Source: an optimization exercise on an open RTL-to-GDS flow (aim: small area). Production flows keep margins and buffers that such runs may drop. Where RTL was checked, it was by simulation tests only, not by an equivalence proof against the original. No functional check of the RTL was part of runs 1 and 2. The flow treats the clock pin as an ideal source, which a real chip does not have. Power is estimated from default activity; no workload was simulated.

==> flow/design.v <==
module module_top (
    input  logic        clk,
    input  logic [3:0]  fil,
    input  logic        rst_in,
    input  logic        rst,
    output logic        rst_1,
    output logic [3:0]  col,
    output logic [6:0]  seg,
    output logic        seg_dot,
    output logic [3:0]  cats
);
    assign rst_1   = 1'b1;
    assign seg_dot = 1'b0;
    logic [14:0] sc;
    logic [1:0]  idx;        
    wire term = ~sc[14] & sc[13] & ~sc[12] & sc[11] & sc[9] & sc[7] & sc[6] & sc[5]
              & ~sc[4] & sc[3] & sc[1] & ~sc[0];
    always_ff @(posedge clk) begin
        if (rst || term) sc <= 15'd28769;
        else             sc <= {~sc[13:0], sc[14] ^ sc[0]};
        if (rst)       idx <= 2'd0;
        else if (term) idx <= idx + 2'd1;
    end
    assign col = 4'b0001 << idx;
    logic any_row, rst_in_reg;     
    always_ff @(posedge clk) begin
        if (rst) begin
            any_row    <= 1'b0;
            rst_in_reg <= 1'b0;
        end else begin
            any_row    <= |fil;
            rst_in_reg <= rst_in;
        end
    end
    logic press, reset, pulse, pulse_rst;
    module_DeBounce DB     (.clk(clk), .rst(rst), .button_in(any_row),    .DB_out(press), .pulse(pulse));
    module_DeBounce DB_rst (.clk(clk), .rst(rst), .button_in(rst_in_reg), .DB_out(reset), .pulse(pulse_rst));
    logic [3:0] key;
    always_comb begin
        key = 4'h0;
        case (fil)
            4'b0001: case (idx) 2'd0: key = 4'h1; 2'd1: key = 4'h2; 2'd2: key = 4'h3; 2'd3: key = 4'hA; endcase
            4'b0010: case (idx) 2'd0: key = 4'h4; 2'd1: key = 4'h5; 2'd2: key = 4'h6; 2'd3: key = 4'hB; endcase
            4'b0100: case (idx) 2'd0: key = 4'h7; 2'd1: key = 4'h8; 2'd2: key = 4'h9; 2'd3: key = 4'hC; endcase
            4'b1000: case (idx) 2'd0: key = 4'hE; 2'd1: key = 4'h0; 2'd2: key = 4'hF; 2'd3: key = 4'hD; endcase
            default: key = 4'h0;
        endcase
    end
    logic [3:0] numero;
    always_ff @(posedge clk)
        if (pulse) numero <= reset ? 4'h0 : numero;
        else       numero <= key;
    localparam logic [2:0] INICIO = 3'b000, PRIMERO = 3'b001, SEG1 = 3'b011, SEGUNDO = 3'b010,
                           DIVIDIR = 3'b110, RESET = 3'b100;
    logic [2:0] state;
    always_ff @(posedge clk) begin
        if (rst || reset) state <= INICIO;
        else case (state)
            INICIO:  if (press) state <= PRIMERO;
            PRIMERO: if (press) state <= SEG1;
            SEG1:    state <= press ? DIVIDIR : SEGUNDO;
            SEGUNDO: if (press) state <= DIVIDIR;
            DIVIDIR: if (press) state <= RESET;
            default: state <= INICIO;
        endcase
    end
    wire sel_disp = (state == DIVIDIR);
    wire clr_ab   = rst | reset | (state == RESET);
    logic [3:0] A, B;
    always_ff @(posedge clk) begin
        if (clr_ab) begin
            A <= '0;
            B <= '0;
        end else begin
            if (press && state == INICIO)  A <= numero;
            if (press && state == PRIMERO) B <= numero;
        end
    end
    localparam logic [2:0] D_IDLE = 3'b000, D_START = 3'b001;
    logic [2:0] dst;
    logic [3:0] Rr, Q;
    wire  [1:0] ind   = dst[1:0];
    wire        busy  = dst[2];
    wire  [4:0] Rn    = {Rr, A[~ind]};
    wire  [4:0] D     = Rn - {1'b0, B};
    wire        signo = D[4];
    always_ff @(posedge clk) begin
        if (rst) begin
            dst <= D_IDLE;
            Rr  <= '0;
            Q   <= '0;
        end else if (busy) begin
            Q[~ind] <= ~signo;
            Rr      <= signo ? Rn[3:0] : D[3:0];
            dst     <= (ind == 2'd3) ? D_IDLE : dst + 3'd1;
        end else if (dst == D_START) begin
            Rr  <= '0;
            dst <= 3'b100;
        end else if (state == SEG1 && B != 4'd0) begin
            dst <= D_START;
        end
    end
    wire       q_ten = Q[3] & (Q[2] | Q[1]);
    wire       r_ten = Rr[3] & (Rr[2] | Rr[1]);
    wire [3:0] q_one = q_ten ? Q - 4'd10 : Q;
    wire [3:0] r_one = r_ten ? Rr - 4'd10 : Rr;
    logic [3:0] num;
    always_comb begin
        if (sel_disp)
            case (idx)
                2'd0: num = r_one;
                2'd1: num = {3'b000, r_ten};
                2'd2: num = q_one;
                default: num = {3'b000, q_ten};
            endcase
        else
            case (idx)
                2'd1: num = B;
                2'd2: num = A;
                default: num = 4'h8;
            endcase
    end
    always_comb begin
        case (num)
            4'h0: seg = 7'b0111111;
            4'h1: seg = 7'b0000110;
            4'h2: seg = 7'b1011011;
            4'h3: seg = 7'b1001111;
            4'h4: seg = 7'b1100110;
            4'h5: seg = 7'b1101101;
            4'h6: seg = 7'b1111101;
            4'h7: seg = 7'b0000111;
            4'h8: seg = 7'b1111111;
            4'h9: seg = 7'b1101111;
            4'hA: seg = 7'b1110111;
            4'hB: seg = 7'b1111100;
            4'hC: seg = 7'b0111001;
            4'hD: seg = 7'b1011110;
            4'hE: seg = 7'b1111001;
            default: seg = 7'b1110001;
        endcase
    end
    assign cats = ~(sel_disp ? col : {1'b0, idx == 2'd2, idx == 2'd1, 1'b0});
endmodule
module module_DeBounce (
    input  logic clk,
    input  logic rst,
    input  logic button_in,
    output logic DB_out,
    output logic pulse        
);
    localparam logic [1:0] IDLE = 2'd0, PULSE = 2'd1, WAIT_LOW = 2'd2, INHIBITED = 2'd3;
    logic        DFF1, DFF2;
    logic [19:0] lf;
    logic [1:0]  state;
    wire t512  = ~lf[13] & ~lf[9] & lf[5] & ~lf[4] & lf[2] & ~lf[1];
    wire t2p19 = ~lf[18] & lf[17] & ~lf[16] & lf[15] & ~lf[14] & lf[13] & ~lf[12] & ~lf[10]
               & lf[9] & ~lf[8] & ~lf[7] & ~lf[6] & ~lf[5] & ~lf[3] & ~lf[2] & ~lf[1] & ~lf[0];
    assign pulse = (state == PULSE);
    always_ff @(posedge clk)
        if (DFF1 ^ DFF2) lf <= '0;
        else             lf <= {~lf[18:0], ~(lf[19] ^ lf[16])};
    always_ff @(posedge clk) begin
        if (rst) begin
            DFF1   <= 1'b0;
            DFF2   <= 1'b0;
            state  <= IDLE;
            DB_out <= 1'b0;
        end else begin
            DFF1   <= button_in;
            DFF2   <= DFF1;
            DB_out <= pulse;
            case (state)
                IDLE:      if (t512 && DFF2) state <= PULSE;
                PULSE:     state <= WAIT_LOW;
                WAIT_LOW:  if (!DFF2) state <= INHIBITED;
                INHIBITED: if (t2p19 && !DFF2) state <= IDLE;
            endcase
        end
    end
endmodule
==> flow/run.sh <==
#!/bin/bash
# synth_recipe.tcl (not shown) runs the flow's synth.tcl, then flattens the netlist and writes it again
# the make line also repeats each setting of config.mk as NAME=value (left out here)
make -C /OpenROAD-flow-scripts/flow DESIGN_CONFIG=/design/flow/config.mk WORK_HOME=/design/flow/orfs CLKGATE_MAP_FILE= SYNTH_SCRIPT=/design/flow/synth_recipe.tcl finish
==> flow/config.mk <==
export PLATFORM = sky130hd
export DESIGN_NAME = module_top
export DESIGN_NICKNAME = module_top
export VERILOG_FILES = /design/flow/design.v
export SDC_FILE = /design/flow/constraint.sdc
export NUM_CORES = 4
export LEC_CHECK = 0
export CAP_MARGIN = 20
export CORE_MARGIN = 2
export CORE_UTILIZATION = 40
export SLEW_MARGIN = 20
==> flow/constraint.sdc <==
create_clock -name core_clock -period 10.0 [get_ports {clk}]
set_input_delay 2.0000 -clock core_clock [delete_from_list [all_inputs] [get_ports {clk}]]
set_output_delay 2.0000 -clock core_clock [all_outputs]
set_load 0.01 [all_outputs]
==> impl_metrics.yaml, run 1 <==
grt:
  grt_max_degree: 37
  grt_pass1_vias: 3108
  grt_overflow: 0
  grt_first_pass_wirelength_mm: 14.7
  track_usage_pct: 15.6
  antenna_found_initial: 0
sta:
  setup_tns_ns: 0
  worstMarginPinSlew_ns: 0.799
  setup_violations: 0
  slew_headroom_pct: 46.3
  hold_viol_final: 0
  finalClockSkew_ns: 0.0116
  fin_crit_ns: 5.39
  slew_viol_final: 0
  finalCritPeriodShare_pct: 53.9
  rsz0062_at_grt: "false"
  fmax_mhz: 186
cells_and_area:
  final_cells: 625
  area_growth_pct: 11.9
  num_antenna_cells: 0
  reg_top3: "DB.lf: 20 flops, DB_rst.lf: 20 flops, sc: 15 flops"
  fin_nets: 527
  drive_gt1_share_pct: 5.93
  fill_cells: 1044
  final_area_um2: 4830
floorplanning:
  initial_core_util_pct: 41.5
  fp-row-count: 37
  core_area_um2: 10400
  fp.dieH_um: 108
  ios: 24
  die_x_um: 108
  die-area_um2: 11700
synth:
  yosys.area.top_type_share_pct: 42.2
  syn_nets: 514
  yosysUniqueCellTypes: 59
  syn_area_um2: 4320
  ys_seq_area_share_pct: 44.9
  ys_warn_count: 2
  yosys_register_bits: 95
  ys.flop_type: "dfxtp_1"
  synth_area_leader_cell: "dfxtp_1"
  synthCells: 471
  postSynth.asyncResetShare_pct: 0
  syn_avg_cell_area_um2: 9.18
  synth_area_leaders: "dfxtp_1, ha_1, nor2_1"
  synth_edf_count: 4
cts:
  cts_resized: 0
  worstSkewPairLatency_ns: 0.36
  cts_buffers: 9
  clkTransAtPathRegs_ns: 0.11
  clockRootBuffer: "clkbuf_8"
  cts.path.max_buffers: 2
  cts-htree-levels: 3
  postCtsHoldBufs: 0
  cts.sinks: 95
  cts_tree: "done"
  cts_setup_buffers: 0
drt:
  wl_mm: 8.44
  drtIter0Drc: 190
  wl_per_cell_um: 13.5
  dr.pass1.iters: 4
  drcViolationCount: 0
  detail-route-antenna-nets: 0
  vias: 3208
  via_per_inst: 5.13
placement:
  placed_area_um2: 4630
  port_buffers: 21
  placed_cells: 609
  dp_hpwl_mm: 6.19
  place.gp.congestion: 0.868
run_status:
  status: "finished clean"
setup_path:
  critPathLaunchType: "flip-flop"
  cp.arrival_ns: 3.39
  critPathMaxFanout: 11
  worstSetupPathType: "flip-flop to primary output"
  cp-end-kind: "primary output"
  worstPathRequired_ns: 8.00
job:
  cap_violations: 0
power_and_ir_drop:
  powerDensity_nw_per_um2: 170
  p_leak_nw: 1.85
  peakVddDrop_uv: 80.4
worst_hold_path:
  hold_class: "flip-flop to flip-flop"
layer usage:
metal,GRT usage (%),up-vias,share of wire (%)
li1,-,1643,-
met1,20.5,1524,50
met2,25.7,39,47
met3,3.92,2,3.3
met4,3.85,0,0.43
met5,0,-,0
cell families after synthesis:
| kind of cell | count (synthesis) | synth area share (%) |
|---|---|---|
| AOI/OAI and AO/OA | 79 | 12.2 |
| xor gates and xnor gates | 12 | 2.87 |
| adders and majority gates | 36 | 10.6 |
| buffers and inverters | 50 | 4.69 |
| DFF | 95 | 44.9 |
| muxes | 19 | 4.75 |
| other | 2 | 0.174 |
| and+or+nand+nor | 178 | 19.8 |
area by class of cell:
cell class | count | area (µm²) | area share, %
Clock buffer | 9 | 124 | 2.56
Clock inverter | 7 | 83.8 | 1.73
Inverter | 28 | 105 | 2.17
Multi-Input combinational cell | 326 | 2180 | 45.0
Sequential cell | 95 | 1940 | 40.2
Tap cell | 136 | 170 | 3.52
Timing Repair Buffer | 24 | 233 | 4.81
cells in the final DEF (no fill, tap or decap), drive strengths merged, types with 4 or more instances in the layout:
| cell type | n |
|---|---|
| o21ai | 14 |
| clkbuf | 9 |
| dfxtp | 91 |
| nor4 | 8 |
| ha | 35 |
| nor3 | 12 |
| a31oi | 5 |
| inv | 31 |
| nor2 | 87 |
| a22o | 5 |
| mux2i | 16 |
| clkinv | 4 |
| nand3 | 4 |
| nand2b | 8 |
| clkdlybuf4s50 | 21 |
| xnor2 | 4 |
| a21oi | 26 |
| a22oi | 5 |
| nor2b | 8 |
| edfxtp | 4 |
| a211oi | 4 |
| xor2 | 8 |
| nand2 | 29 |
report_power, final:
| part | internal (W) | total, W | switching (W) |
|---|---|---|---|
| registers | 0.000438 | 0.000478 | 0.0000394 |
| logic | 0.0000421 | 0.0000904 | 0.0000483 |
| clock network | 0.000101 | 0.000252 | 0.000151 |
path summary, 6_finish.rpt:
path | cells past startpoint | end | start | slack [ns]
setup reg to reg | 10 | Q[0] | dst[1] | 7.05
hold reg to reg | 1 | sc[9] | sc[8] | 0.38
hold / removal | 1 | sc[9] | sc[8] | 0.38
setup / recovery | 12 | seg[3] | idx[0] | 4.61
cells in the mapped netlist (8+ instances only):
cell type	number
o21ai_0	11
mux2i_1	16
nor2_1	87
ha_1	35
nor3_1	12
nand2_1	29
clkbuf_1	16
nor2b_1	8
a21oi_1	26
inv_1	28
dfxtp_1	91
through the flow:
| stage | hold slack (ns) | setup slack [ns] | total power, W | util [%] |
|---|---|---|---|---|
| global route | 0.396 | 4.38 | 0.000872 | 46.4 |
| global placement | 0.365 | 5.13 | 0.000573 | 44.4 |
| CTS | 0.381 | 4.62 | 0.000832 | 46.4 |
| finish | 0.381 | 4.61 | 0.000820 | 46.4 |
| floorplan | 0.358 | 5.64 | 0.000549 | - |
| detailed placement | 0.367 | 5.04 | 0.000578 | 44.4 |
worst max-delay path: stages (launching register included):
cell and delay [ns]:
dfxtp_1 0.44, inv_1 0.11, ha_1 0.35, a222oi_1 0.39
nor2_1 0.07, a21oi_1 0.15, nor2_1 0.05, a31o_2 0.26
ha_1 0.30, a21oi_1 0.15, nor3_1 0.07, a21oi_1 0.15
clkdlybuf4s50_1 0.55
==> run 2, diff against run 1 <==
==> flow/flow/run.sh (new file) <==
#!/bin/bash
# Own layout flow: the standard flow (standard.sh) with
#  - synthesis through flow/own_synth.tcl: the standard synthesis script with
#    area-oriented ABC mapping and no half/full-adder cell extraction
#    (registers are mapped exactly as in the standard synthesis),
#  - port buffers of the smallest buffer cell,
#  - a small clock tree without dummy loads.
set -euo pipefail
W=$(pwd)
sed -e "s|SYNTH_SCRIPT=[^ ]*|SYNTH_SCRIPT=$W/flow/own_synth.tcl|" standard.sh > own_standard.sh
export BUFFER_PORTS_ARGS="-buffer_cell sky130_fd_sc_hd__buf_1"
export CTS_ARGS="-sink_clustering_enable -repair_clock_nets -dont_use_dummy_load -buf_list sky130_fd_sc_hd__clkbuf_4 -root_buf sky130_fd_sc_hd__clkbuf_8 -sink_clustering_size 25"
bash own_standard.sh finish > own_flow.log 2>&1
==> flow/flow/own_synth.tcl (new file) <==
proc synth {args} { yosys synth -nofsm -noshare {*}$args }
# area-oriented mapping: no half/full adder cells, plain ABC liberty mapping
proc extract_fa {args} { puts "own flow: extract_fa skipped" }
proc abc {args} {
  global lib_args lib_dont_use_args
  yosys abc {*}$lib_args {*}$lib_dont_use_args
}
source $::env(SCRIPTS_DIR)/synth.tcl
# left out here: clear keep_hierarchy, flatten, clean up, hide names made inside functions, write 1_2_yosys.v
==> flow/standard.sh (new file) <==
#!/bin/bash
# synth_recipe.tcl (not shown) runs the flow's synth.tcl, then flattens the netlist and writes it again
# the make line also repeats each setting of config.mk as NAME=value (left out here)
make -C /OpenROAD-flow-scripts/flow DESIGN_CONFIG=/design/flow/config.mk WORK_HOME=/design/flow/orfs CLKGATE_MAP_FILE= SYNTH_SCRIPT=/design/flow/synth_recipe.tcl "${@:-finish}"
--- a/flow/config.mk
+++ b/flow/config.mk
@@ -7,5 +7,5 @@
 export LEC_CHECK = 0
 export CAP_MARGIN = 20
 export CORE_MARGIN = 2
-export CORE_UTILIZATION = 40
+export CORE_UTILIZATION = 55
 export SLEW_MARGIN = 20
removed: flow/run.sh
==> impl_metrics.yaml, run 2 <==
cts:
  cts_buffers: 9
  cts_tree: "done"
  worstSkewPairLatency_ns: 0.36
  clkTransAtPathRegs_ns: 0.07
  cts_resized: 0
  cts.path.max_buffers: 2
  cts-htree-levels: 3
  cts_setup_buffers: 0
  postCtsHoldBufs: 0
  cts.sinks: 95
  clockRootBuffer: "clkbuf_8"
cells_and_area:
  layout_common_cells: "nor2_1, dfxtp_1, nand2_1, a21oi_1, buf_1"
  fin_nets: 444
  reg_top3: "DB.lf: 20 flops, DB_rst.lf: 20 flops, sc: 15 flops"
  drive_gt1_share_pct: 2.99
  num_antenna_cells: 0
  final_common_cell: "nor2_1"
  area_growth_pct: 8.50
  final_area_um2: 3910
placement:
  dp_hpwl_mm: 5.11
  port_buffers: 21
  place_worst_setup_slack_ns: 5.36
  placed_area_um2: 3790
  place.gp.congestion: 0.877
drt:
  detail-route-antenna-nets: 0
  drcViolationCount: 0
  via_per_inst: 5.68
  wl_met2_mm: 3.14
  drtIter0Drc: 228
  wl_mm: 7.13
  routedLengthMet1_mm: 3.52
  vias: 2908
  dr.pass1.iters: 4
  wl_per_cell_um: 13.9
  wl_met3_um: 346
  highest_layer: "met4"
setup_path:
  path_delay_family: "compound AO/OA/AOI/OAI gates"
  crit_buf_inv: 2
  cp.arrival_ns: 3.08
  cpMaxStageDelayCell: "a21oi_1"
  cp-end-kind: "primary output"
  critPathLaunchType: "flip-flop"
  worstPathRequired_ns: 8.00
  cp_slowest_stage_delay_ns: 0.56
  critPathMaxFanout: 11
  worstSetupPathType: "flip-flop to primary output"
  path_cells: "nor2b_1 -> clkinv_1 -> o22ai_1 -> o32ai_1 -> a21oi_1 -> nand2_1 -> nor2_1 -> a22oi_1 -> buf_1"
synth:
  ys_seq_area_share_pct: 53.8
  synth_common_cells: "nor2_1, dfxtp_1, nand2_1, a21oi_1, nor3_1"
  synth_most_common_cell: "nor2_1"
  ys_warn_count: 2
  synthCells: 404
  synth_compound_area_share_pct: 13.6
  postSynth.asyncResetShare_pct: 0
  synthAdderAreaFrac_pct: 0
  ys.flop_type: "dfxtp_1"
  synthMuxAreaShare_pct: 0.624
  synth_area_leaders: "dfxtp_1, nor2_1, edfxtp_1"
  yosys_register_bits: 95
  syn_nets: 411
  syn_area_um2: 3610
  synth_top_family_by_area: "simple AND/OR/NAND/NOR gates"
  synthSimpleGateAreaFrac_pct: 27.8
  synth_edf_count: 4
  syn_avg_cell_area_um2: 8.93
  synth_area_leader_cell: "dfxtp_1"
  yosysUniqueCellTypes: 46
  synth-xor-area-share_pct: 2.67
  yosys.area.top_type_share_pct: 50.5
grt:
  grt_first_pass_wirelength_mm: 12.1
  grt_max_degree: 33
  grt_pass1_vias: 2618
  grt_overflow: 0
  track_usage_pct: 21.0
  antenna_found_initial: 0
worst_hold_path:
  hold_class: "flip-flop to flip-flop"
power_and_ir_drop:
  powerDensity_nw_per_um2: 178
  p_leak_nw: 1.43
  clkPwrFrac_pct: 27.6
  power_w: 0.000698
  p_switching_w: 0.000167
  internal_power_w: 0.000531
  swShare_pct: 23.9
  power_frac_comb_pct: 6.8
  peakVddDrop_uv: 120
  pwr-share-seq_pct: 65.6
sta:
  finalCritPeriodShare_pct: 50.8
  whs_ns: 0.383
  setup_tns_ns: 0
  rsz0062_at_grt: "false"
  finalClockSkew_ns: 0.0214
  slew_viol_final: 0
  worstMarginPinSlew_ns: 0.883
  worst_slack_ns: 4.92
  fin_crit_ns: 5.08
  slew_headroom_pct: 40.5
  fmax_mhz: 197
  hold_viol_final: 0
  setup_violations: 0
floorplanning:
  fp-row-count: 29
  fp.dieH_um: 85.0
  core_area_um2: 6350
  ios: 24
  initial_core_util_pct: 56.8
  die-area_um2: 7220
  die_x_um: 85.0
job:
  cap_violations: 0
run_status:
  status: "finished clean"
-- run 2: per-layer routing --
layer,GRT usage [%],up-vias
met4,7.50,0
met3,5.45,14
met1,29.4,1331
li1,-,1493
met2,31.5,70
met5,0,-
-- run 2: cells by family (layout without fill, tap and decap cells) --
kind of cell,after synthesis,count (layout)
muxes,1,1
DFF,95,95
and+or+nand+nor,209,209
other,2,2
xor gates and xnor gates,11,11
buffers and inverters,10,41
AOI/OAI and AO/OA,76,76
-- run 2: worst paths after layout --
| check | startpoint | slack (ns) | cells past startpoint | end |
|---|---|---|---|---|
| setup / recovery | idx[1] | 4.92 | 9 | seg[0] |
| hold / removal | sc[2] | 0.38 | 1 | sc[3] |
| setup reg to reg | dst[1] | 7.32 | 7 | Rr[1] |
| hold reg to reg | sc[2] | 0.38 | 1 | sc[3] |
-- run 2: worst reg2reg max path: cells and delay by family (launching register included) --
kind / cells / cell delay, ns
compound gates: 5 / 1.17
mux: 1 / 0.60
flops: 1 / 0.55
simple gates: 1 / 0.25
-- run 2: power by group through the flow --
stage | Combinational (W) | Clock (W) | Sequential [W]
final | 0.0000476 | 0.000192 | 0.000458
after CTS | 0.0000483 | 0.000198 | 0.000458
after floorplan | 0.0000369 | 0 | 0.000458
after detailed placement | 0.0000481 | 0 | 0.000466
after global routing | 0.0000557 | 0.000214 | 0.000464
after global placement | 0.0000463 | 0 | 0.000466
-- run 2: metrics by stage --
stage	std cells	util, %
after floorplan	404	-
after detailed placement	503	59.7
after CTS	512	61.6
after global placement	503	59.7
after global routing	512	61.6
final	512	61.6
-- run 2: cell type report --
| class | count | area, µm² |
|---|---|---|
| clock buffers | 9 | 124 |
| fillers | 582 | 2440 |
| inverters | 8 | 30.0 |
| multi-input cells | 299 | 1620 |
| flip-flops and latches | 95 | 1940 |
| well taps | 77 | 96.3 |
| repair buffers | 24 | 101 |
==> run 3, diff against run 2 <==
--- a/flow/design.v
+++ b/flow/design.v
@@ -48,8 +48,7 @@
     end
     logic [3:0] numero;
     always_ff @(posedge clk)
-        if (pulse) numero <= reset ? 4'h0 : numero;
-        else       numero <= key;
+        numero <= pulse ? (numero & {4{~reset}}) : key;
     localparam logic [2:0] INICIO = 3'b000, PRIMERO = 3'b001, SEG1 = 3'b011, SEGUNDO = 3'b010,
                            DIVIDIR = 3'b110, RESET = 3'b100;
     logic [2:0] state;
@@ -58,7 +57,7 @@
         else case (state)
             INICIO:  if (press) state <= PRIMERO;
             PRIMERO: if (press) state <= SEG1;
-            SEG1:    state <= press ? DIVIDIR : SEGUNDO;
+            SEG1:    state <= SEGUNDO;    
             SEGUNDO: if (press) state <= DIVIDIR;
             DIVIDIR: if (press) state <= RESET;
             default: state <= INICIO;
@@ -76,28 +75,38 @@
             if (press && state == PRIMERO) B <= numero;
         end
     end
-    localparam logic [2:0] D_IDLE = 3'b000, D_START = 3'b001;
     logic [2:0] dst;
     logic [3:0] Rr, Q;
-    wire  [1:0] ind   = dst[1:0];
-    wire        busy  = dst[2];
-    wire  [4:0] Rn    = {Rr, A[~ind]};
-    wire  [4:0] D     = Rn - {1'b0, B};
-    wire        signo = D[4];
+    wire        busy = dst[1];
+    wire        a = dst[2] ? (dst[0] ? A[0] : A[1]) : (dst[0] ? A[3] : A[2]);
+    wire  [3:0] x = {Rr[2:0], a};
+    wire  [4:0] bw;
+    wire  [3:0] d;
+    assign bw[0] = 1'b0;
+    for (genvar i = 0; i < 4; i++) begin : fsub
+        assign d[i]    = x[i] ^ B[i] ^ bw[i];
+        assign bw[i+1] = (~x[i] & B[i]) | (~x[i] & bw[i]) | (B[i] & bw[i]);
+    end
+    wire signo = Rr[3] ^ bw[4];      
     always_ff @(posedge clk) begin
         if (rst) begin
-            dst <= D_IDLE;
+            dst <= 3'b000;
             Rr  <= '0;
             Q   <= '0;
-        end else if (busy) begin
-            Q[~ind] <= ~signo;
-            Rr      <= signo ? Rn[3:0] : D[3:0];
-            dst     <= (ind == 2'd3) ? D_IDLE : dst + 3'd1;
-        end else if (dst == D_START) begin
-            Rr  <= '0;
-            dst <= 3'b100;
-        end else if (state == SEG1 && B != 4'd0) begin
-            dst <= D_START;
+        end else begin
+            if (dst == 3'b001) Rr <= '0;
+            if (busy) begin
+                Q  <= {Q[2:0], ~signo};
+                Rr <= signo ? x : d;
+            end
+            case (dst)
+                3'b000:  if (state == SEG1 && B != 4'd0) dst <= 3'b001;
+                3'b001:  dst <= 3'b011;
+                3'b011:  dst <= 3'b010;
+                3'b010:  dst <= 3'b110;
+                3'b110:  dst <= 3'b111;
+                default: dst <= 3'b000;
+            endcase
         end
     end
     wire       q_ten = Q[3] & (Q[2] | Q[1]);
@@ -145,36 +154,38 @@
 module module_DeBounce (
     input  logic clk,
     input  logic rst,
-    input  logic button_in,
-    output logic DB_out,
+    input  logic button_in,   
+    output logic DB_out,      
     output logic pulse        
 );
-    localparam logic [1:0] IDLE = 2'd0, PULSE = 2'd1, WAIT_LOW = 2'd2, INHIBITED = 2'd3;
-    logic        DFF1, DFF2;
+    localparam logic [2:0] IDLE = 3'b000, PULSE = 3'b001, WL1 = 3'b011, WLF = 3'b111,
+                           INHF = 3'b110, WAIT_LOW = 3'b010, INHIBITED = 3'b100;
+    logic        DFF1;
     logic [19:0] lf;
-    logic [1:0]  state;
+    logic [2:0]  state;
     wire t512  = ~lf[13] & ~lf[9] & lf[5] & ~lf[4] & lf[2] & ~lf[1];
     wire t2p19 = ~lf[18] & lf[17] & ~lf[16] & lf[15] & ~lf[14] & lf[13] & ~lf[12] & ~lf[10]
                & lf[9] & ~lf[8] & ~lf[7] & ~lf[6] & ~lf[5] & ~lf[3] & ~lf[2] & ~lf[1] & ~lf[0];
-    assign pulse = (state == PULSE);
+    assign DB_out = state[2] & state[1];
+    assign pulse  = (state == WL1);
     always_ff @(posedge clk)
-        if (DFF1 ^ DFF2) lf <= '0;
-        else             lf <= {~lf[18:0], ~(lf[19] ^ lf[16])};
+        if (button_in ^ DFF1) lf <= '0;
+        else                  lf <= {~lf[18:0], ~(lf[19] ^ lf[16])};
     always_ff @(posedge clk) begin
         if (rst) begin
-            DFF1   <= 1'b0;
-            DFF2   <= 1'b0;
-            state  <= IDLE;
-            DB_out <= 1'b0;
+            DFF1  <= 1'b0;
+            state <= IDLE;
         end else begin
-            DFF1   <= button_in;
-            DFF2   <= DFF1;
-            DB_out <= pulse;
+            DFF1 <= button_in;
             case (state)
-                IDLE:      if (t512 && DFF2) state <= PULSE;
-                PULSE:     state <= WAIT_LOW;
-                WAIT_LOW:  if (!DFF2) state <= INHIBITED;
-                INHIBITED: if (t2p19 && !DFF2) state <= IDLE;
+                IDLE:      if (t512 && DFF1) state <= PULSE;
+                PULSE:     state <= WL1;
+                WL1:       state <= DFF1 ? WLF : INHF;
+                WLF:       state <= DFF1 ? WAIT_LOW : INHIBITED;
+                INHF:      state <= INHIBITED;    
+                WAIT_LOW:  if (!DFF1) state <= INHIBITED;
+                INHIBITED: if (t2p19 && !DFF1) state <= IDLE;
+                default:   state <= INHIBITED;
             endcase
         end
     end
--- a/flow/flow/run.sh
+++ b/flow/flow/run.sh
@@ -9,5 +9,5 @@
 W=$(pwd)
 sed -e "s|SYNTH_SCRIPT=[^ ]*|SYNTH_SCRIPT=$W/flow/own_synth.tcl|" standard.sh > own_standard.sh
 export BUFFER_PORTS_ARGS="-buffer_cell sky130_fd_sc_hd__buf_1"
-export CTS_ARGS="-sink_clustering_enable -repair_clock_nets -dont_use_dummy_load -buf_list sky130_fd_sc_hd__clkbuf_4 -root_buf sky130_fd_sc_hd__clkbuf_8 -sink_clustering_size 25"
+export CTS_ARGS="-sink_clustering_enable -repair_clock_nets -dont_use_dummy_load -buf_list sky130_fd_sc_hd__clkbuf_2 -root_buf sky130_fd_sc_hd__clkbuf_16 -tree_buf sky130_fd_sc_hd__clkbuf_2"
 bash own_standard.sh finish > own_flow.log 2>&1
--- a/flow/flow/own_synth.tcl
+++ b/flow/flow/own_synth.tcl
@@ -1,6 +1,6 @@
 proc synth {args} { yosys synth -nofsm -noshare {*}$args }
 # area-oriented mapping: no half/full adder cells, plain ABC liberty mapping
-proc extract_fa {args} { puts "own flow: extract_fa skipped" }
+proc extract_fa {args} { yosys extract_fa -fa }
 proc abc {args} {
   global lib_args lib_dont_use_args
   yosys abc {*}$lib_args {*}$lib_dont_use_args
--- a/flow/config.mk
+++ b/flow/config.mk
@@ -8,4 +8,5 @@
 export CAP_MARGIN = 20
 export CORE_MARGIN = 2
 export CORE_UTILIZATION = 55
+export GPL_TIMING_DRIVEN = 0
 export SLEW_MARGIN = 20
==> impl_metrics.yaml, run 3 <==
run_status:
  status: "finished clean"
sta:
  setup_tns_ns: 0
  rsz0062_at_grt: "false"
  slew_viol_final: 0
  worst_slack_ns: 5.13
  fin_crit_ns: 4.87
  setup_violations: 0
  fmax_mhz: 206
  finalClockSkew_ns: 0.0146
  finalCritPeriodShare_pct: 48.7
  hold_viol_final: 0
  worstMarginPinSlew_ns: 0.829
  slew_headroom_pct: 44.4
drt:
  detail-route-antenna-nets: 0
  via_per_inst: 5.71
  wl_mm: 7.10
  drcViolationCount: 0
  vias: 2826
  wl_per_cell_um: 14.4
  dr.pass1.iters: 4
  drtIter0Drc: 165
cts:
  cts.sinks: 93
  postCtsHoldBufs: 0
  cts_setup_buffers: 0
  cts-htree-levels: 3
  cts_tree: "done"
  clockRootBuffer: "clkbuf_16"
  cts_resized: 0
  cts_buffers: 9
  cts.path.max_buffers: 2
  worstSkewPairLatency_ns: 0.33
  clkTransAtPathRegs_ns: 0.05
grt:
  grt_max_degree: 31
  grt_pass1_vias: 2739
  grt_first_pass_wirelength_mm: 12.3
  antenna_found_initial: 0
  grt_overflow: 0
  track_usage_pct: 21.2
synth:
  syn_avg_cell_area_um2: 9.12
  synth_area_leader_cell: "dfxtp_1"
  ys_warn_count: 2
  synthCells: 388
  synth_edf_count: 0
  yosys.area.top_type_share_pct: 52.6
  synth_common_cells: "nor2_1, dfxtp_1, a21oi_1, nand2_1, clkinv_1"
  synth_area_leaders: "dfxtp_1, nor2_1, a21oi_1"
  ys.flop_type: "dfxtp_1"
  synth_most_common_cell: "nor2_1"
  syn_area_um2: 3540
  ys_seq_area_share_pct: 52.6
  yosysUniqueCellTypes: 50
  postSynth.asyncResetShare_pct: 0
  yosys_register_bits: 93
  syn_nets: 398
worst_hold_path:
  hold_class: "flip-flop to flip-flop"
setup_path:
  cp.arrival_ns: 2.87
  worstSetupPathType: "flip-flop to primary output"
  worstPathRequired_ns: 8.00
  critPathMaxFanout: 14
  cp-end-kind: "primary output"
  critPathLaunchType: "flip-flop"
floorplanning:
  fp.dieH_um: 84.2
  die-area_um2: 7090
  initial_core_util_pct: 56.3
  die_x_um: 84.2
  fp-row-count: 29
  ios: 24
  core_area_um2: 6280
placement:
  place_worst_setup_slack_ns: 5.50
  place.gp.congestion: 0.842
  dp_hpwl_mm: 5.04
  port_buffers: 21
power_and_ir_drop:
  p_leak_nw: 1.43
  internal_power_w: 0.000583
  peakVddDrop_uv: 128
  swShare_pct: 22.0
  power_frac_comb_pct: 5.1
  powerDensity_nw_per_um2: 189
  power_w: 0.000747
  clkPwrFrac_pct: 37.4
  p_switching_w: 0.000164
  pwr-share-seq_pct: 57.5
cells_and_area:
  drive_gt1_share_pct: 3.59
  area_growth_pct: 11.8
  reg_top3: "DB.lf: 20 flops, DB_rst.lf: 20 flops, sc: 15 flops"
  layout_common_cells: "nor2_1, dfxtp_1, a21oi_1, nand2_1, buf_1"
  num_antenna_cells: 0
  fin_nets: 430
  fin_util_pct: 63.0
  final_common_cell: "nor2_1"
job:
  cap_violations: 0
==> run 3: metrics by stage <==
| step | hold slack [ns] | instance area, µm² | std cells |
|---|---|---|---|
| after detailed placement | 0.363 | 3730 | 486 |
| after CTS | 0.375 | 3950 | 495 |
| after global placement | 0.359 | 3710 | 486 |
| after floorplan | 0.353 | 3540 | 388 |
| after global routing | 0.394 | 3950 | 495 |
| final | 0.374 | 3950 | 495 |
==> run 3: cells by family after synthesis <==
logic type / after synthesis / share of synthesized area [%]
xor+xnor: 6 / 1.49
buf+inv: 14 / 1.70
flops: 93 / 52.6
other cells: 2 / 0.212
simple gates: 181 / 24.3
compound gates: 81 / 15.3
mux: 8 / 2.62
fa+ha+maj: 3 / 1.70
==> run 3: layout make-up <==
cell class,instances,area (µm²)
Multi-Input combinational cell,281,1630
Buffer,2,15.0
Tap cell,77,96.3
Clock buffer,9,225
Fill cell,559,2320
Sequential cell,93,1860
Inverter,12,45.0
Timing Repair Buffer,21,80.1
==> run 3: path summary, 6_finish.rpt <==
kind | slack (ns) | depth (start not counted) | from | to
max | 5.13 | 8 | idx[0] | seg[2]
min | 0.37 | 1 | sc[11] | sc[12]
max reg2reg | 6.85 | 10 | dst[2] | Rr[0]
min reg2reg | 0.37 | 1 | sc[11] | sc[12]
==> run 3: power by group through the flow <==
stage	Combinational (W)	Clock (W)	Sequential (W)
3_5_place_dp	0.0000382	0	0.000437
5_1_grt	0.0000443	0.000298	0.000434
6_report	0.0000378	0.000280	0.000429
2_1_floorplan	0.0000293	0	0.000430
4_1_cts	0.0000384	0.000286	0.000430
3_3_place_gp	0.0000370	0	0.000436
==> run 3: metal layers <==
layer  wire length [µm]  part of all wire, %  global-route usage, %
met2               3260                   46                   34.7
met4                167                  2.4                   8.94
met5                  0                    0                      0
met1               3440                   48                   27.5
met3                233                  3.3                   4.23
==> run 3: worst max-delay path, stage by stage, from the launching register on <==
cell and delay (ns):
dfxtp_1 0.56, nand2b_1 0.33, clkinv_1 0.25, a221oi_1 0.50, a31o_1 0.26, nand2_1 0.09
a21boi_0 0.25, o21bai_1 0.14, buf_1 0.16
==> run 4, diff against run 3 <==
--- a/flow/flow/run.sh
+++ b/flow/flow/run.sh
@@ -9,5 +9,5 @@
 W=$(pwd)
 sed -e "s|SYNTH_SCRIPT=[^ ]*|SYNTH_SCRIPT=$W/flow/own_synth.tcl|" standard.sh > own_standard.sh
 export BUFFER_PORTS_ARGS="-buffer_cell sky130_fd_sc_hd__buf_1"
-export CTS_ARGS="-sink_clustering_enable -repair_clock_nets -dont_use_dummy_load -buf_list sky130_fd_sc_hd__clkbuf_2 -root_buf sky130_fd_sc_hd__clkbuf_16 -tree_buf sky130_fd_sc_hd__clkbuf_2"
+export CTS_ARGS="-sink_clustering_enable -repair_clock_nets -dont_use_dummy_load -buf_list sky130_fd_sc_hd__clkbuf_4 -root_buf sky130_fd_sc_hd__clkbuf_8 -tree_buf sky130_fd_sc_hd__clkbuf_4"
 bash own_standard.sh finish > own_flow.log 2>&1
==> impl_metrics.yaml, run 4 <==
drt:
  drtIter0Drc: 149
  wl_mm: 7.09
  detail-route-antenna-nets: 0
  wl_per_cell_um: 14.3
  drcViolationCount: 0
  via_per_inst: 5.64
  vias: 2790
  dr.pass1.iters: 4
placement:
  placed_area_um2: 3730
  dp_hpwl_mm: 5.04
  place.gp.congestion: 0.842
  port_buffers: 21
synth:
  synthAdderAreaFrac_pct: 1.70
  synth_area_leader_cell: "dfxtp_1"
  yosys.area.top_type_share_pct: 52.6
  synthMuxAreaShare_pct: 2.62
  synth_compound_area_share_pct: 15.3
  syn_area_um2: 3540
  ys_warn_count: 2
  synth_area_leaders: "dfxtp_1, nor2_1, a21oi_1"
  syn_avg_cell_area_um2: 9.12
  synth_top_family_by_area: "simple AND/OR/NAND/NOR gates"
  ys_seq_area_share_pct: 52.6
  synthCells: 388
  yosys_register_bits: 93
  postSynth.asyncResetShare_pct: 0
  synth_most_common_cell: "nor2_1"
  synth_common_cells: "nor2_1, dfxtp_1, a21oi_1, nand2_1, clkinv_1"
  synth-xor-area-share_pct: 1.49
  synthSimpleGateAreaFrac_pct: 24.3
  synth_edf_count: 0
  syn_nets: 398
  yosysUniqueCellTypes: 50
  ys.flop_type: "dfxtp_1"
grt:
  antenna_found_initial: 0
  grt_first_pass_wirelength_mm: 12.3
  grt_max_degree: 31
  grt_overflow: 0
  grt_pass1_vias: 2746
  track_usage_pct: 21.1
cells_and_area:
  fin_util_pct: 61.4
  area_growth_pct: 8.91
  layout_common_cells: "nor2_1, dfxtp_1, a21oi_1, nand2_1, buf_1"
  final_common_cell: "nor2_1"
  num_antenna_cells: 0
  fill_cells: 570
  drive_gt1_share_pct: 3.59
  final_area_um2: 3850
  fin_nets: 430
  reg_top3: "DB.lf: 20 flops, DB_rst.lf: 20 flops, sc: 15 flops"
floorplanning:
  ios: 24
  fp.dieH_um: 84.2
  core_area_um2: 6280
  die_x_um: 84.2
  initial_core_util_pct: 56.3
  die-area_um2: 7090
  fp-row-count: 29
cts:
  cts_buffers: 9
  cts_resized: 0
  cts_tree: "done"
  worstSkewPairLatency_ns: 0.36
  cts.sinks: 93
  clockRootBuffer: "clkbuf_8"
  cts_setup_buffers: 0
  postCtsHoldBufs: 0
  clkTransAtPathRegs_ns: 0.07
  cts-htree-levels: 3
  cts.path.max_buffers: 2
sta:
  setup_violations: 0
  whs_ns: 0.378
  hold_viol_final: 0
  setup_tns_ns: 0
  finalCritPeriodShare_pct: 48.8
  rsz0062_at_grt: "false"
  finalClockSkew_ns: 0.0216
  slew_viol_final: 0
  slew_headroom_pct: 44.6
  fin_crit_ns: 4.88
  fmax_mhz: 205
  worstMarginPinSlew_ns: 0.826
job:
  cap_violations: 0
setup_path:
  critPathMaxFanout: 14
  worstPathRequired_ns: 8.00
  critPathLaunchType: "flip-flop"
  worstSetupPathType: "flip-flop to primary output"
  cp-end-kind: "primary output"
  cp.arrival_ns: 2.88
worst_hold_path:
  hold_class: "flip-flop to flip-flop"
power_and_ir_drop:
  peakVddDrop_uv: 123
  p_leak_nw: 1.38
  powerDensity_nw_per_um2: 171
run_status:
  status: "finished clean"
-- run 4: cell counts after synthesis --
Identical to the previous run, type by type.
-- run 4: cell type report --
type	count	area (µm²)	share of cell area, %
tap	77	96.3	2.50
timing repair buffer	21	80.1	2.08
clock buffer	9	124	3.22
sequential	93	1860	48.3
buffer	2	15.0	0.390
multi-input combinational	281	1630	42.3
inverter	12	45.0	1.17
-- run 4: worst max-delay path, cell delays in order, from the launching register on --
cell,delay (ns)
dfxtp_1,0.57
nand2b_1,0.33
clkinv_1,0.24
a221oi_1,0.50
a31o_1,0.26
nand2_1,0.09
a21boi_0,0.25
o21bai_1,0.14
buf_1,0.16
-- run 4: path summary, 6_finish.rpt --
| check | from | end | slack (ns) | depth (start not counted) |
|---|---|---|---|---|
| worst min register to register | sc[11] | sc[12] | 0.38 | 1 |
| worst max register to register | dst[2] | Rr[0] | 6.84 | 10 |
| worst min-delay path | sc[11] | sc[12] | 0.38 | 1 |
| worst max-delay path | idx[0] | seg[2] | 5.12 | 8 |
-- run 4: per-stage QoR --
stage / std cells / total power [W] / worst slack, ns
final: 495 / 0.000659 / 5.12
after global routing: 495 / 0.000687 / 4.80
after CTS: 495 / 0.000666 / 5.11
after detailed placement: 486 / 0.000476 / 5.50
after global placement: 486 / 0.000473 / 5.51
after floorplan: 388 / 0.000460 / 5.86
-- run 4: cell families (layout without fill, tap and decap cells) --
logic type / count (synthesis) / count (layout)
AOI/OAI and AO/OA: 81 / 81
xor gates and xnor gates: 6 / 6
adders and majority gates: 3 / 3
buffers and inverters: 14 / 44
DFF: 93 / 93
muxes: 8 / 8
other: 2 / 2
and+or+nand+nor: 181 / 181
-- run 4: power breakdown --
part / switching, W / internal [W] / total (W) / leakage (nW)
combinational: 0.0000204 / 0.0000173 / 0.0000377 / 0.549
clock: 0.000112 / 0.0000808 / 0.000193 / 0.0647
sequential: 0.0000223 / 0.000407 / 0.000429 / 0.769
-- run 4: layer usage --
layer	part of all wire, %	GRT usage, %	vias to the layer above	wire length, µm
met5	0	0	-	0
met3	3.3	4.23	20	231
met2	46	34.3	43	3240
met4	2.4	9.38	0	168
met1	49	27.5	1303	3450
li1	-	-	1424	-
==> run 5, diff against run 4 <==
--- a/flow/flow/run.sh
+++ b/flow/flow/run.sh
@@ -9,5 +9,9 @@
 W=$(pwd)
 sed -e "s|SYNTH_SCRIPT=[^ ]*|SYNTH_SCRIPT=$W/flow/own_synth.tcl|" standard.sh > own_standard.sh
 export BUFFER_PORTS_ARGS="-buffer_cell sky130_fd_sc_hd__buf_1"
-export CTS_ARGS="-sink_clustering_enable -repair_clock_nets -dont_use_dummy_load -buf_list sky130_fd_sc_hd__clkbuf_4 -root_buf sky130_fd_sc_hd__clkbuf_8 -tree_buf sky130_fd_sc_hd__clkbuf_4"
+export CTS_ARGS="-sink_clustering_enable -repair_clock_nets -dont_use_dummy_load -buf_list sky130_fd_sc_hd__clkbuf_1 -root_buf sky130_fd_sc_hd__clkbuf_1"
+export PRE_CTS_TCL=$W/flow/pre_cts.tcl
+export CLK_GROUPS=6
+export CLK_ROOT_CELL=sky130_fd_sc_hd__clkbuf_4
+export CLK_BUF_CELL=sky130_fd_sc_hd__clkbuf_8
 bash own_standard.sh finish > own_flow.log 2>&1
==> flow/flow/pre_cts.tcl (new file) <==
# Clock buffering done here instead of by CTS: the registers are split into
# CLK_GROUPS groups by position (k-means), and each group gets one clock
# buffer at its centre, driven straight from the clock port. CTS then finds
# no net left to buffer.
set ngroups $::env(CLK_GROUPS)
set bufcell $::env(CLK_BUF_CELL)
set block [ord::get_db_block]
set dbu [$block getDbUnitsPerMicron]
set net [$block findNet clk]
set sinks {}
foreach it [$net getITerms] {
  set bb [[$it getInst] getBBox]
  lappend sinks [list $it [expr {([$bb xMin] + [$bb xMax]) / 2.0}] [expr {([$bb yMin] + [$bb yMax]) / 2.0}]]
}
set n [llength $sinks]
# initial centres: spread along a diagonal sweep of sinks sorted by x+y
set sorted [lsort -real -index 0 [lmap s $sinks {list [expr {[lindex $s 1] + [lindex $s 2]}] {*}$s}]]
set cx {}
set cy {}
for {set g 0} {$g < $ngroups} {incr g} {
  set s [lindex $sorted [expr {int(($g + 0.5) * $n / $ngroups)}]]
  lappend cx [lindex $s 2]
  lappend cy [lindex $s 3]
}
for {set iter 0} {$iter < 30} {incr iter} {
  set members [lrepeat $ngroups {}]
  foreach s $sinks {
    set best 0
    set bestd 1e30
    for {set g 0} {$g < $ngroups} {incr g} {
      set d [expr {abs([lindex $s 1] - [lindex $cx $g]) + abs([lindex $s 2] - [lindex $cy $g])}]
      if {$d < $bestd} { set bestd $d; set best $g }
    }
    lset members $best [concat [lindex $members $best] [list $s]]
  }
  for {set g 0} {$g < $ngroups} {incr g} {
    set m [lindex $members $g]
    if {[llength $m] == 0} continue
    set sx 0.0
    set sy 0.0
    foreach s $m { set sx [expr {$sx + [lindex $s 1]}]; set sy [expr {$sy + [lindex $s 2]}] }
    lset cx $g [expr {$sx / [llength $m]}]
    lset cy $g [expr {$sy / [llength $m]}]
  }
}
set skip {}
for {set g 0} {$g < $ngroups} {incr g} {
  set m [lindex $members $g]
  if {[llength $m] == 0} continue
  set pins [lmap s $m {
    set it [lindex $s 0]
    get_pins "[[$it getInst] getName]/[[$it getMTerm] getName]"
  }]
  set before [llength [$net getITerms]]
  insert_buffer -buffer_cell $bufcell -net clk -load_pins $pins \
    -location [list [expr {[lindex $cx $g] / $dbu}] [expr {[lindex $cy $g] / $dbu}]] \
    -buffer_name clkbuf_g$g -net_name clknet_g$g
  puts "pre_cts: group $g: [llength $m] registers, centre [expr {[lindex $cx $g] / $dbu}] [expr {[lindex $cy $g] / $dbu}]"
}
if {[info exists ::env(CLK_ROOT_CELL)] && $::env(CLK_ROOT_CELL) ne ""} {
  # a root buffer between the port and the group buffers, at their centre
  set sx 0.0
  set sy 0.0
  set k 0
  foreach it [$net getITerms] {
    set bb [[$it getInst] getBBox]
    set sx [expr {$sx + ([$bb xMin] + [$bb xMax]) / 2.0}]
    set sy [expr {$sy + ([$bb yMin] + [$bb yMax]) / 2.0}]
    incr k
  }
  insert_buffer -buffer_cell $::env(CLK_ROOT_CELL) -net clk \
    -location [list [expr {$sx / $k / $dbu}] [expr {$sy / $k / $dbu}]] \
    -buffer_name clkbuf_root -net_name clknet_root
}
foreach it [$net getITerms] {
  set inst [$it getInst]
  set out [$inst findITerm X]
  if {$out ne "NULL" && [$out getNet] ne "NULL"} {
    lappend skip [[$out getNet] getName]
    foreach it2 [[$out getNet] getITerms] {
      set o2 [[$it2 getInst] findITerm X]
      if {$o2 ne "NULL" && [$o2 getNet] ne "NULL"} { lappend skip [[$o2 getNet] getName] }
    }
  }
}
lappend skip clk
puts "pre_cts: clock port drives [llength [$net getITerms]] pins; CTS skips $skip"
set_cts_config -skip_nets $skip
==> impl_metrics.yaml, run 5 <==
run_status:
  status: "finished clean"
cells_and_area:
  area_growth_pct: 7.96
  fin_util_pct: 60.8
  num_antenna_cells: 0
  fin_nets: 428
  final_cells: 493
  final_common_cell: "nor2_1"
  reg_top3: "DB.lf: 20 flops, DB_rst.lf: 20 flops, sc: 15 flops"
  drive_gt1_share_pct: 3.13
  fill_cells: 564
  layout_common_cells: "nor2_1, dfxtp_1, a21oi_1, nand2_1, buf_1"
worst_hold_path:
  hold_class: "flip-flop to flip-flop"
sta:
  whs_ns: 0.359
  fin_crit_ns: 4.93
  setup_violations: 0
  finalClockSkew_ns: 0.0329
  setup_tns_ns: 0
  slew_headroom_pct: 44.6
  hold_viol_final: 0
  fmax_mhz: 203
  finalCritPeriodShare_pct: 49.3
  rsz0062_at_grt: "false"
  slew_viol_final: 0
  worstMarginPinSlew_ns: 0.830
setup_path:
  cp_slowest_stage_delay_ns: 0.57
  startpoint: "idx[0]"
  cp.arrival_ns: 2.93
  r2r-start: "dst[2]"
  critPathLaunchType: "flip-flop"
  rrSetupSlack_ns: 6.84
  path_cells: "nand2b_1 -> clkinv_1 -> a221oi_1 -> a31o_1 -> nand2_1 -> a21boi_0 -> o21bai_1 -> buf_1"
  worstSetupPathType: "flip-flop to primary output"
  r2r-end: "Rr[0]"
  worstPathRequired_ns: 8.00
  cpMaxStageDelayCell: "dfxtp_1"
  cp-end-kind: "primary output"
  critPathMaxFanout: 14
  cp-endpoint: "seg[2]"
  reg2regPathDepth: 10
power_and_ir_drop:
  peakVddDrop_uv: 152
  powerDensity_nw_per_um2: 165
  p_leak_nw: 1.37
synth:
  ys.flop_type: "dfxtp_1"
  synth_common_cells: "nor2_1, dfxtp_1, a21oi_1, nand2_1, clkinv_1"
  postSynth.asyncResetShare_pct: 0
  synth_area_leaders: "dfxtp_1, nor2_1, a21oi_1"
  syn_nets: 398
  ys_seq_area_share_pct: 52.6
  syn_avg_cell_area_um2: 9.12
  ys_warn_count: 2
  syn_area_um2: 3540
  synth_area_leader_cell: "dfxtp_1"
  yosys.area.top_type_share_pct: 52.6
  yosys_register_bits: 93
  yosysUniqueCellTypes: 50
  synthCells: 388
  synth_most_common_cell: "nor2_1"
  synth_edf_count: 0
floorplanning:
  initial_core_util_pct: 56.3
  fp.dieH_um: 84.2
  die_x_um: 84.2
  core_area_um2: 6280
  die-area_um2: 7090
  fp-row-count: 29
  ios: 24
grt:
  track_usage_pct: 19.6
  grt_pass1_vias: 2703
  grt_overflow: 0
  antenna_found_initial: 0
  grt_max_degree: 31
  grt_first_pass_wirelength_mm: 12.1
drt:
  via_per_inst: 5.69
  wl_mm: 6.96
  drtIter0Drc: 147
  wl_per_cell_um: 14.1
  dr.pass1.iters: 4
  vias: 2804
  drcViolationCount: 0
  detail-route-antenna-nets: 0
cts:
  worstSkewPairLatency_ns: 0.42
  cts_setup_buffers: 0
  clkTransAtPathRegs_ns: 0.12
  postCtsHoldBufs: 0
  cts_resized: 0
job:
  cap_violations: 0
placement:
  dp_hpwl_mm: 5.04
  placed_cells: 486
  port_buffers: 21
  place.gp.congestion: 0.842
run 5: cell count changes in the layout (fill, tap and decap cells not counted):
cell      delta
clkbuf_8     -3
clkbuf_4     +1
run 5: area by class of cell, clock buffers not listed:
| cell class | instances | area (µm²) | share of cell area (%) |
|---|---|---|---|
| plain buffers | 2 | 15.0 | 0.393 |
| repair buffers | 21 | 80.1 | 2.10 |
| flip-flops and latches | 93 | 1860 | 48.8 |
| inverters | 12 | 45.0 | 1.18 |
| multi-input cells | 281 | 1630 | 42.7 |
| well taps | 77 | 96.3 | 2.52 |
run 5: report_power, final:
| group | switching [W] | internal (W) | total (W) |
|---|---|---|---|
| clock | 0.000106 | 0.0000587 | 0.000165 |
| sequential | 0.0000222 | 0.000406 | 0.000429 |
| combinational | 0.0000205 | 0.0000173 | 0.0000378 |
run 5: layer usage:
layer / global-route usage [%] / vias to the layer above / routed length, µm
met5: 0 / - / 0
met1: 27.1 / 1322 / 3440
met4: 3.37 / 0 / 117
met3: 2.16 / 12 / 258
met2: 33.9 / 47 / 3140
li1: - / 1423 / -
run 5: how the worst min path moves through the flow:
| stage | startpoint | to | slack, ns | cells past startpoint |
|---|---|---|---|---|
| 2_1_floorplan | sc[4] | sc[5] | 0.35 | 1 |
| 3_3_place_gp | sc[12] | sc[13] | 0.36 | 1 |
| 3_5_place_dp | sc[11] | sc[12] | 0.36 | 1 |
| 4_1_cts | sc[11] | sc[12] | 0.36 | 1 |
| 5_1_grt | sc[11] | sc[12] | 0.39 | 1 |
| 6_report | sc[11] | sc[12] | 0.36 | 1 |
run 5: through the flow:
step	setup WS, ns	instance area, µm²	total power (W)
floorplan	5.86	3540	0.000460
CTS	5.48	3820	0.000600
global placement	5.51	3710	0.000473
detailed placement	5.50	3730	0.000476
finish	5.07	3820	0.000631
global route	4.71	3820	0.000658
run 5: kinds of logic (layout without fill, tap and decap cells):
| family | Yosys count | count (layout) | synth area share, % |
|---|---|---|---|
| AO/OA/AOI/OAI | 81 | 81 | 15.3 |
| XOR/XNOR | 6 | 6 | 1.49 |
| adder cells (fa/ha/maj) | 3 | 3 | 1.70 |
| buffers and inverters | 14 | 42 | 1.70 |
| flip-flops | 93 | 93 | 52.6 |
| multiplexers | 8 | 8 | 2.62 |
| other | 2 | 2 | 0.212 |
| AND/OR/NAND/NOR | 181 | 181 | 24.3 |
run 5: critical path, delay by kind of cell, from the launching register on:
kind                   cells  cell delay, ns
AOI/OAI and AO/OA          4            1.15
buffers and inverters      2            0.40
DFF                        1            0.57
and+or+nand+nor            2            0.41
==> run 6, diff against run 5 <==
--- a/flow/flow/pre_cts.tcl
+++ b/flow/flow/pre_cts.tcl
@@ -1,5 +1,5 @@
 # Clock buffering done here instead of by CTS: the registers are split into
-# CLK_GROUPS groups by position (k-means), and each group gets one clock
+# CLK_GROUPS groups of near-equal size by position (k-means with a size cap), and each group gets one clock
 # buffer at its centre, driven straight from the clock port. CTS then finds
 # no net left to buffer.
 set ngroups $::env(CLK_GROUPS)
@@ -22,16 +22,27 @@
   lappend cx [lindex $s 2]
   lappend cy [lindex $s 3]
 }
+set cap [expr {($n + $ngroups - 1) / $ngroups}]
 for {set iter 0} {$iter < 30} {incr iter} {
+  # assign each register to the nearest centre that still has room
+  set pairs {}
+  set i 0
+  foreach s $sinks {
+    for {set g 0} {$g < $ngroups} {incr g} {
+      lappend pairs [list [expr {abs([lindex $s 1] - [lindex $cx $g]) + abs([lindex $s 2] - [lindex $cy $g])}] $i $g]
+    }
+    incr i
+  }
+  set pairs [lsort -real -index 0 $pairs]
+  set taken [lrepeat $n 0]
+  set count [lrepeat $ngroups 0]
   set members [lrepeat $ngroups {}]
-  foreach s $sinks {
-    set best 0
-    set bestd 1e30
-    for {set g 0} {$g < $ngroups} {incr g} {
-      set d [expr {abs([lindex $s 1] - [lindex $cx $g]) + abs([lindex $s 2] - [lindex $cy $g])}]
-      if {$d < $bestd} { set bestd $d; set best $g }
-    }
-    lset members $best [concat [lindex $members $best] [list $s]]
+  foreach pr $pairs {
+    lassign $pr d i g
+    if {[lindex $taken $i] || [lindex $count $g] >= $cap} continue
+    lset taken $i 1
+    lset count $g [expr {[lindex $count $g] + 1}]
+    lset members $g [concat [lindex $members $g] [list [lindex $sinks $i]]]
   }
   for {set g 0} {$g < $ngroups} {incr g} {
     set m [lindex $members $g]
==> impl_metrics.yaml, run 6 <==
run_status:
  status: "finished clean"
floorplanning:
  die-area_um2: 7090
  die_x_um: 84.2
  ios: 24
  initial_core_util_pct: 56.3
  fp-row-count: 29
  core_area_um2: 6280
  fp.dieH_um: 84.2
cts:
  cts_resized: 0
  worstSkewPairLatency_ns: 0.40
  clkTransAtPathRegs_ns: 0.10
  cts_setup_buffers: 0
  postCtsHoldBufs: 0
setup_path:
  critPathLaunchType: "flip-flop"
  worstSetupPathType: "flip-flop to primary output"
  rrSetupSlack_ns: 6.85
  r2r-start: "dst[2]"
  cp-end-kind: "primary output"
  path_cells: "nand2b_1 -> clkinv_1 -> nand3b_1 -> a211oi_1 -> nor2_1 -> or2_0 -> o211ai_1 -> buf_1"
  r2r-end: "Rr[0]"
  cpMaxStageDelayCell: "a211oi_1"
  path_delay_family: "compound AO/OA/AOI/OAI gates"
  cp.arrival_ns: 2.99
  cp_slowest_stage_delay_ns: 0.71
  critPathMaxFanout: 14
  worstPathRequired_ns: 8.00
  crit_buf_inv: 2
  reg2regPathDepth: 10
cells_and_area:
  final_common_cell: "nor2_1"
  num_antenna_cells: 0
  reg_top3: "DB.lf: 20 flops, DB_rst.lf: 20 flops, sc: 15 flops"
  area_growth_pct: 7.96
  drive_gt1_share_pct: 3.13
  fin_nets: 428
  layout_common_cells: "nor2_1, dfxtp_1, a21oi_1, nand2_1, buf_1"
  final_area_um2: 3820
placement:
  place.gp.congestion: 0.842
  port_buffers: 21
  placed_area_um2: 3730
  dp_hpwl_mm: 5.04
drt:
  via_per_inst: 5.70
  wl_per_cell_um: 14.1
  drtIter0Drc: 155
  dr.pass1.iters: 6
  wl_mm: 6.96
  detail-route-antenna-nets: 0
  drcViolationCount: 0
  vias: 2812
worst_hold_path:
  min_path_cells: 1
  hold_class: "flip-flop to flip-flop"
  worstHoldEndpoint: "sc[12]"
  hp-start: "sc[11]"
sta:
  setup_tns_ns: 0
  fmax_mhz: 201
  hold_viol_final: 0
  slew_viol_final: 0
  setup_violations: 0
  rsz0062_at_grt: "false"
  finalCritPeriodShare_pct: 49.9
  finalClockSkew_ns: 0.0143
  worstMarginPinSlew_ns: 0.832
  slew_headroom_pct: 44.2
  fin_crit_ns: 4.99
power_and_ir_drop:
  p_leak_nw: 1.37
  internal_power_w: 0.000482
  swShare_pct: 23.4
  power_frac_comb_pct: 6.0
  p_switching_w: 0.000147
  pwr-share-seq_pct: 68.1
  powerDensity_nw_per_um2: 165
  peakVddDrop_uv: 150
  clkPwrFrac_pct: 25.9
synth:
  synth_top_family_by_area: "simple AND/OR/NAND/NOR gates"
  synthMuxAreaShare_pct: 2.62
  yosysUniqueCellTypes: 50
  ys.flop_type: "dfxtp_1"
  synth_most_common_cell: "nor2_1"
  synthSimpleGateAreaFrac_pct: 24.3
  synthAdderAreaFrac_pct: 1.70
  yosys_register_bits: 93
  synth_area_leader_cell: "dfxtp_1"
  synthCells: 388
  yosys.area.top_type_share_pct: 52.6
  ys_warn_count: 2
  syn_avg_cell_area_um2: 9.12
  synth_common_cells: "nor2_1, dfxtp_1, a21oi_1, nand2_1, clkinv_1"
  postSynth.asyncResetShare_pct: 0
  syn_nets: 398
  synth_edf_count: 0
  ys_seq_area_share_pct: 52.6
  synth-xor-area-share_pct: 1.49
  syn_area_um2: 3540
  synth_compound_area_share_pct: 15.3
  synth_area_leaders: "dfxtp_1, nor2_1, a21oi_1"
grt:
  antenna_found_initial: 0
  grt_pass1_vias: 2708
  grt_first_pass_wirelength_mm: 12.1
  track_usage_pct: 19.5
  grt_overflow: 0
  grt_max_degree: 31
job:
  cap_violations: 0
run 6: cell counts after synthesis:
No cell type changed its count.
run 6: power by group through the flow:
stage	clock [W]	combinational, W	sequential, W
CTS	0.000124	0.0000383	0.000438
floorplan	0	0.0000293	0.000430
finish	0.000163	0.0000379	0.000429
global route	0.000181	0.0000443	0.000434
detailed placement	0	0.0000382	0.000437
global placement	0	0.0000370	0.000436
run 6: final cells by class, clock buffers not listed:
type / instances / area, µm²
tap: 77 / 96.3
timing repair buffer: 21 / 80.1
sequential: 93 / 1860
multi-input combinational: 281 / 1630
inverter: 12 / 45.0
buffer: 2 / 15.0
fill: 567 / 2460
run 6: how the worst max path moves through the flow:
stage	startpoint	endpoint	slack [ns]	depth (start not counted)
global placement	idx[0]	seg[3]	5.51	8
floorplan	idx[0]	seg[3]	5.86	7
detailed placement	idx[0]	seg[3]	5.50	8
CTS	idx[0]	seg[3]	5.48	8
finish	idx[0]	seg[3]	5.01	8
global route	idx[0]	seg[3]	4.71	8
run 6: cells by family (layout without fill, tap and decap cells):
family,count (synthesis),after routing
other,2,2
XOR/XNOR,6,6
adder cells (fa/ha/maj),3,3
buffers and inverters,14,42
AND/OR/NAND/NOR,181,181
multiplexers,8,8
flip-flops,93,93
AO/OA/AOI/OAI,81,81
run 6: through the flow:
stage	hold WS [ns]	setup slack (ns)	utilization, %	total power (W)	std cells
after global placement	0.359	5.51	59.1	0.000473	486
after CTS	0.363	5.48	60.8	0.000600	493
final	0.382	5.01	60.8	0.000630	493
after detailed placement	0.363	5.50	59.4	0.000476	486
after global routing	0.398	4.71	60.8	0.000659	493
after floorplan	0.353	5.86	-	0.000460	388
run 6: metal layers:
layer  vias to the layer above  GRT usage, %  wire [µm]
met5                         -             0          0
met4                         0          3.23        137
met3                        15          2.26        297
met2                        59          34.0       3220
met1                      1314          26.8       3300
li1                       1424             -          -
==> run 7, diff against run 6 <==
--- a/flow/flow/run.sh
+++ b/flow/flow/run.sh
@@ -1,10 +1,15 @@
 #!/bin/bash
 # Own layout flow: the standard flow (standard.sh) with
 #  - synthesis through flow/own_synth.tcl: the standard synthesis script with
-#    area-oriented ABC mapping and no half/full-adder cell extraction
-#    (registers are mapped exactly as in the standard synthesis),
+#    area-oriented ABC mapping and only full-adder cell extraction (no
+#    half-adder cells); registers are mapped exactly as in the standard
+#    synthesis,
 #  - port buffers of the smallest buffer cell,
-#  - a small clock tree without dummy loads.
+#  - a small clock tree built by flow/pre_cts.tcl before CTS (CTS then has
+#    nothing left to buffer): the registers in CLK_GROUPS groups of
+#    near-equal size by position, one CLK_BUF_CELL per group, one
+#    CLK_ROOT_CELL from the clock port to the group buffers.
+# Each tool's output is in orfs/logs/; make's output is in own_flow.log.
 set -euo pipefail
 W=$(pwd)
 sed -e "s|SYNTH_SCRIPT=[^ ]*|SYNTH_SCRIPT=$W/flow/own_synth.tcl|" standard.sh > own_standard.sh
--- a/flow/flow/own_synth.tcl
+++ b/flow/flow/own_synth.tcl
@@ -1,5 +1,5 @@
 proc synth {args} { yosys synth -nofsm -noshare {*}$args }
-# area-oriented mapping: no half/full adder cells, plain ABC liberty mapping
+# area-oriented mapping: full adder cells only, plain ABC liberty mapping
 proc extract_fa {args} { yosys extract_fa -fa }
 proc abc {args} {
   global lib_args lib_dont_use_args
==> impl_metrics.yaml, run 7 <==
run_status:
  status: "finished clean"
power_and_ir_drop:
  pwr-share-seq_pct: 68.1
  internal_power_w: 0.000482
  p_switching_w: 0.000147
  swShare_pct: 23.4
  powerDensity_nw_per_um2: 165
  p_leak_nw: 1.37
  clkPwrFrac_pct: 25.9
  power_frac_comb_pct: 6.0
  peakVddDrop_uv: 150
grt:
  grt_overflow: 0
  grt_max_degree: 31
  grt_pass1_vias: 2708
  grt_first_pass_wirelength_mm: 12.1
  antenna_found_initial: 0
  track_usage_pct: 19.5
cells_and_area:
  drive_gt1_share_pct: 3.13
  num_antenna_cells: 0
  reg_top3: "DB.lf: 20 flops, DB_rst.lf: 20 flops, sc: 15 flops"
  final_common_cell: "nor2_1"
  layout_common_cells: "nor2_1, dfxtp_1, a21oi_1, nand2_1, buf_1"
  fin_nets: 428
  area_growth_pct: 7.96
floorplanning:
  initial_core_util_pct: 56.3
  ios: 24
  fp-row-count: 29
  fp.dieH_um: 84.2
  core_area_um2: 6280
  die_x_um: 84.2
  die-area_um2: 7090
sta:
  worst_slack_ns: 5.01
  worstMarginPinSlew_ns: 0.832
  finalCritPeriodShare_pct: 49.9
  slew_headroom_pct: 44.2
  hold_viol_final: 0
  rsz0062_at_grt: "false"
  slew_viol_final: 0
  setup_violations: 0
  finalClockSkew_ns: 0.0143
  setup_tns_ns: 0
  fmax_mhz: 201
  fin_crit_ns: 4.99
drt:
  vias: 2812
  dr.pass1.iters: 6
  wl_met3_um: 297
  routedLengthMet1_mm: 3.30
  wl_per_cell_um: 14.1
  drtIter0Drc: 155
  wl_mm: 6.96
  highest_layer: "met4"
  via_per_inst: 5.70
  drcViolationCount: 0
  wl_met2_mm: 3.22
  detail-route-antenna-nets: 0
synth:
  synth_area_leaders: "dfxtp_1, nor2_1, a21oi_1"
  synth_area_leader_cell: "dfxtp_1"
  synth_common_cells: "nor2_1, dfxtp_1, a21oi_1, nand2_1, clkinv_1"
  yosysUniqueCellTypes: 50
  ys.flop_type: "dfxtp_1"
  yosys_register_bits: 93
  yosys.area.top_type_share_pct: 52.6
  synth_most_common_cell: "nor2_1"
  syn_avg_cell_area_um2: 9.12
  ys_seq_area_share_pct: 52.6
  ys_warn_count: 2
  synthCells: 388
  postSynth.asyncResetShare_pct: 0
  syn_area_um2: 3540
  syn_nets: 398
  synth_edf_count: 0
placement:
  place.gp.congestion: 0.842
  dp_hpwl_mm: 5.04
  port_buffers: 21
  place_worst_setup_slack_ns: 5.50
setup_path:
  critPathMaxFanout: 14
  worstSetupPathType: "flip-flop to primary output"
  worstPathRequired_ns: 8.00
  path_cells: "nand2b_1 -> clkinv_1 -> nand3b_1 -> a211oi_1 -> nor2_1 -> or2_0 -> o211ai_1 -> buf_1"
  startpoint: "idx[0]"
  r2r-end: "Rr[0]"
  critPathLaunchType: "flip-flop"
  cp_slowest_stage_delay_ns: 0.71
  cp-end-kind: "primary output"
  r2r-start: "dst[2]"
  cp.arrival_ns: 2.99
  cpMaxStageDelayCell: "a211oi_1"
  rrSetupSlack_ns: 6.85
  reg2regPathDepth: 10
worst_hold_path:
  min_path_cells: 1
  hold_class: "flip-flop to flip-flop"
  worstHoldEndpoint: "sc[12]"
  hp-start: "sc[11]"
job:
  cap_violations: 0
cts:
  cts_resized: 0
  postCtsHoldBufs: 0
  cts_setup_buffers: 0
  worstSkewPairLatency_ns: 0.40
  clkTransAtPathRegs_ns: 0.10
[run 7: how the worst max path moves through the flow]
stage | end
floorplan | seg[3]
global placement | seg[3]
detailed placement | seg[3]
CTS | seg[3]
global route | seg[3]
finish | seg[3]
[run 7: power by group through the flow]
| stage | clock network (W) | registers (W) | logic [W] |
|---|---|---|---|
| after CTS | 0.000124 | 0.000438 | 0.0000383 |
| after global routing | 0.000181 | 0.000434 | 0.0000443 |
| final | 0.000163 | 0.000429 | 0.0000379 |
| after global placement | 0 | 0.000436 | 0.0000370 |
| after detailed placement | 0 | 0.000437 | 0.0000382 |
| after floorplan | 0 | 0.000430 | 0.0000293 |
[run 7: layout make-up, clock buffers not listed]
type / instances / area (µm²)
well taps: 77 / 96.3
repair buffers: 21 / 80.1
inverters: 12 / 45.0
fillers: 567 / 2460
plain buffers: 2 / 15.0
flip-flops and latches: 93 / 1860
multi-input cells: 281 / 1630
[run 7: through the flow]
stage               area, µm²  total power [W]  hold slack, ns  util, %  std cells
floorplan                3540         0.000460           0.353        -        388
global placement         3710         0.000473           0.359     59.1        486
global route             3820         0.000659           0.398     60.8        493
CTS                      3820         0.000600           0.363     60.8        493
finish                   3820         0.000630           0.382     60.8        493
detailed placement       3730         0.000476           0.363     59.4        486
[run 7: cell families after synthesis]
| family | synth area share, % |
|---|---|
| AOI/OAI and AO/OA | 15.3 |
| xor gates and xnor gates | 1.49 |
| adders and majority gates | 1.70 |
| buffers and inverters | 1.70 |
| DFF | 52.6 |
| muxes | 2.62 |
| other | 0.212 |
| and+or+nand+nor | 24.3 |
[run 7: layer usage]
layer / vias to the layer above / global-route usage (%)
met4: 0 / 3.23
met1: 1314 / 26.8
met5: - / 0
li1: 1424 / -
met2: 59 / 34.0
met3: 15 / 2.26
[run 7: critical path, delay by kind of cell (launching register included)]
kind                   cells  cell delay [ns]
AND/OR/NAND/NOR            4             0.82
AO/OA/AOI/OAI              2             0.87
flip-flops                 1             0.58
buffers and inverters      2             0.33
